This is an optimization exercise on Yosys and OpenROAD, whose aim is small area and a short achievable clock period, not a production implementation.
No activity file was given, so power comes from the tool's default toggle rates.

==> flow/design.v <==
`timescale 1ns/10ps
module IOTDF( clk, rst, in_en, iot_in, fn_sel, busy, valid, iot_out);
input          clk;
input          rst;
input          in_en;
input  [7:0]   iot_in;
input  [2:0]   fn_sel;
output         busy;
output         valid;
output [127:0] iot_out;
reg  [135:0] ring;
reg  [7:0]   ib;        
reg          g;         
reg          nadd;      
reg  [2:0]   fs;        
reg  [4:0]   c;         
reg  [2:0]   p;         
reg          busy_r, valid_r;
reg          win, lose;  
reg          exc;       
reg          first;     
reg          kz;        
assign busy    = busy_r;
assign valid   = valid_r;
assign iot_out = ring[127:0];
wire proc  = (c != 5'd0) & (c != 5'd17);
wire gap   = (c == 5'd16);
wire lane0 = (c == 5'd1);
wire last  = (p == 3'd7);
wire m_max  = (fs == 3'd1) | (fs == 3'd6);
wire m_rnd  = (fs == 3'd1) | (fs == 3'd2);
wire m_peak = (fs == 3'd6) | (fs == 3'd7);
wire m_mm   = m_rnd | m_peak;
wire m_avg  = (fs == 3'd3);
wire m_flt  = (fs == 3'd4) | (fs == 3'd5);
wire better    = m_max ? gt : lt;
wire worse     = m_max ? lt : gt;
wire eq_st     = ~win & ~lose;
wire load      = m_flt | ((m_rnd | (m_peak & first)) & (p == 3'd0));
wire dwr       = proc & (load | (m_mm & (win | (eq_st & ~worse))));
wire beat      = proc & eq_st & better & ~load;
wire       fresh  = m_avg & (p == 3'd0);
wire       addon  = m_avg & proc;
wire [7:0] wold   = fresh ? 8'd0 : ring[132:125];
wire [7:0] asum   = addon ? ib : wold;
wire [7:0] nwold  = nadd ? ring[124:117] : 8'd0;
wire [7:0] ag = iot_in & nwold;
wire [7:0] ap = iot_in | nwold;
wire [8:0] ac;
assign ac[0] = 1'b0;
genvar j, k;
generate
  for (j = 1; j < 9; j = j + 1) begin : cla
    wire [j-1:0] terms;
    for (k = 0; k < j; k = k + 1) begin : tm
      if (k == j - 1) begin : last
        assign terms[k] = ag[k];
      end else begin : mid
        assign terms[k] = ag[k] & (&ap[j-1:k+1]);
      end
    end
    assign ac[j] = |terms;
  end
endgenerate
wire [8:0] nsum = {ac[8], iot_in ^ nwold ^ ac[7:0]};
wire [7:0] rb = ring[135:128];
wire gt = ib > rb;
wire lt = ib < rb;
wire [122:0] cv = {ring[119:0], ring[135:133]};
wire [122:0] cn;
wire [30:0]  pg;
wire [30:0]  q;
genvar i;
generate
  for (i = 0; i < 31; i = i + 1) begin : grp
    if (i < 30) begin : full
      assign pg[i] = &cv[4*i+3:4*i];
      assign cn[4*i+3:4*i] = cv[4*i+3:4*i] + {3'd0, g & q[i]};
    end else begin : top
      assign pg[i] = 1'b0;
      assign cn[122:120] = cv[122:120] + {2'd0, g & q[i]};
    end
    if (i == 0) begin : q0
      assign q[i] = 1'b1;
    end else begin : qi
      assign q[i] = &pg[i-1:0];
    end
  end
endgenerate
wire top_in  = fs[0] ? ((ib >= 8'hC0) | ((ib < 8'h7F) & (ib != 8'h00)))
                     : ((ib >= 8'h70) & (ib < 8'hAF));
wire top_pnd = fs[0] ? ((ib == 8'h7F) | (ib == 8'h00)) : (ib == 8'hAF);
wire nek     = kz ? (|ib) : ~(&ib);
wire v_next = m_flt ? (win | (lose & nek))
                    : (last & (m_avg | m_rnd | (m_peak & (first | exc | beat))));
always @(posedge clk) begin
    ib <= nsum[7:0];
    g  <= nsum[8];
    nadd <= ~rst & m_avg & (c != 5'd15) & ~(gap ? last : (p == 3'd0));
    fs <= fn_sel;
    ring[4:0]     <= dwr ? ib[4:0] : asum[7:3];
    ring[7:5]     <= dwr ? ib[7:5] : cn[2:0];
    ring[127:8]   <= cn[122:3];
    ring[132:128] <= ring[124:120];
    ring[135:133] <= asum[2:0];
    if (~proc) begin
        win  <= 1'b0;
        lose <= 1'b0;
    end else if (m_flt) begin
        if (lane0) begin
            win  <= top_in;
            lose <= top_pnd;
            kz   <= ~(|ib);
        end else if (lose & nek) begin
            win  <= 1'b1;
            lose <= 1'b0;
        end
    end else if (eq_st) begin
        win  <= better;
        lose <= worse;
    end
    if (rst) begin
        c       <= 5'd17;
        p       <= 3'd0;
        busy_r  <= 1'b0;
        valid_r <= 1'b0;
        first   <= 1'b1;
    end else begin
        c       <= c[4] ? 5'd0 : c + 5'd1;
        busy_r  <= (c == 5'd14);
        valid_r <= gap & v_next;
        if (gap) begin
            p <= p + 3'd1;
            if (last) first <= 1'b0;
        end
    end
    if (gap & last)
        exc <= 1'b0;
    else if (beat)
        exc <= 1'b1;
end
endmodule
export LEC_CHECK = 0
export CAP_MARGIN = 20
export CORE_MARGIN = 2
export CORE_UTILIZATION = 65
export PLACE_DENSITY = 0.75
export SLEW_MARGIN = 20
create_clock -name core_clock -period 8.0 [get_ports {clk}]
standard.sh (not shown) runs the stock make flow with config.mk's settings and CLKGATE_MAP_FILE= SYNTH_SCRIPT=/design/flow/synth_recipe.tcl, a recipe that flattens the netlist after the stock synthesis.
==> flow/flow/run.sh <==
#!/bin/bash
# Standard ORFS layout, with plain buffers (not delay cells) on the ports and
# a tighter setup target for the repair steps. Synthesis is the standard one.
set -euo pipefail
bash standard.sh synth > synth.log 2>&1
export BUFFER_PORTS_ARGS="-buffer_cell sky130_fd_sc_hd__buf_1"
export SETUP_SLACK_MARGIN=${MARGIN:-5.3}
export DONT_USE_CELLS="sky130_fd_sc_hd__clkdlybuf4s15_1 sky130_fd_sc_hd__clkdlybuf4s15_2 sky130_fd_sc_hd__clkdlybuf4s18_1 sky130_fd_sc_hd__clkdlybuf4s18_2 sky130_fd_sc_hd__clkdlybuf4s25_1 sky130_fd_sc_hd__clkdlybuf4s25_2 sky130_fd_sc_hd__clkdlybuf4s50_1 sky130_fd_sc_hd__clkdlybuf4s50_2 sky130_fd_sc_hd__dlygate4sd1_1 sky130_fd_sc_hd__dlygate4sd2_1 sky130_fd_sc_hd__dlygate4sd3_1 sky130_fd_sc_hd__dlymetal6s2s_1 sky130_fd_sc_hd__dlymetal6s4s_1 sky130_fd_sc_hd__dlymetal6s6s_1"
export CTS_ARGS="-sink_clustering_enable -repair_clock_nets -dont_use_dummy_load -buf_list {sky130_fd_sc_hd__clkbuf_4 sky130_fd_sc_hd__clkbuf_8}"
bash standard.sh > layout.log 2>&1
Next try:
--- a/flow/design.v
+++ b/flow/design.v
@@ -43,30 +43,36 @@
 wire       addon  = m_avg & proc;
 wire [7:0] wold   = fresh ? 8'd0 : ring[132:125];
 wire [7:0] asum   = addon ? ib : wold;
 wire [7:0] nwold  = nadd ? ring[124:117] : 8'd0;
-wire [7:0] ag = iot_in & nwold;
-wire [7:0] ap = iot_in | nwold;
+wire [7:0] nlo = ~nwold;
 wire [8:0] ac;
 assign ac[0] = 1'b0;
-genvar j, k;
+genvar j;
 generate
   for (j = 1; j < 9; j = j + 1) begin : cla
-    wire [j-1:0] terms;
-    for (k = 0; k < j; k = k + 1) begin : tm
-      if (k == j - 1) begin : last
-        assign terms[k] = ag[k];
-      end else begin : mid
-        assign terms[k] = ag[k] & (&ap[j-1:k+1]);
-      end
-    end
-    assign ac[j] = |terms;
+    assign ac[j] = iot_in[j-1:0] > nlo[j-1:0];
   end
 endgenerate
 wire [8:0] nsum = {ac[8], iot_in ^ nwold ^ ac[7:0]};
 wire [7:0] rb = ring[135:128];
-wire gt = ib > rb;
-wire lt = ib < rb;
+wire [7:0] cg = ib & ~rb;      
+wire [7:0] cl = ~ib & rb;
+wire [7:0] ce = ~(cg | cl);
+wire [7:0] gtt, ltt;
+generate
+  for (j = 0; j < 8; j = j + 1) begin : cmp
+    if (j == 7) begin : msb
+      assign gtt[j] = cg[j];
+      assign ltt[j] = cl[j];
+    end else begin : oth
+      assign gtt[j] = cg[j] & (&ce[7:j+1]);
+      assign ltt[j] = cl[j] & (&ce[7:j+1]);
+    end
+  end
+endgenerate
+wire gt = |gtt;
+wire lt = |ltt;
 wire [122:0] cv = {ring[119:0], ring[135:133]};
 wire [122:0] cn;
 wire [30:0]  pg;
 wire [30:0]  q;
Outcome: Power climbs by 6.2%; count of clock-buffer cells in the layout is unchanged; non-clock buffer count climbs by 13; core utilization climbs by 5.5 points; wire length climbs by 16%; die area stays flat; worst setup slack is worse by 0.45 ns; area after synthesis hardly moves; sequential power climbs by about 5%; design area climbs by 8.0%; via count climbs by 5.7%; clock skew hardly moves; register-to-register slack is worse by 0.48 ns; critical path depth climbs by 9.
No functional check of the RTL was part of any run of this note.

## afterwards: timing with drivers on the ports
How much do the figures lean on ideal ports? The routed layouts below were timed once more, with nothing changed but the port constraints. Step 1 sets driving cells, clkbuf_16 on the clock port and buf_2 on the other inputs (assumed; they add their load-dependent delay and slew). Step 2 moves the port delays by t, midway between the first and last clock arrival at a register: inputs arrive t later, outputs are due t later. That takes back most of the time a late clock gives input paths. Slacks: no drivers / after step 1 / after step 2; pairs: no drivers / after step 1.
run	t (ns)	slack for setup (ns)	worst register clock-pin slew, ns
the first run	0.469	5.331 / 5.297 / 4.911	0.08 / 0.08
the second run	0.488	4.885 / 4.885 / 4.885	0.08 / 0.08
After both steps setup and hold are still met in every run listed. The setup slack of the first run, which loses most, moves by -0.034 ns with the drivers and by -0.420 ns with both steps.
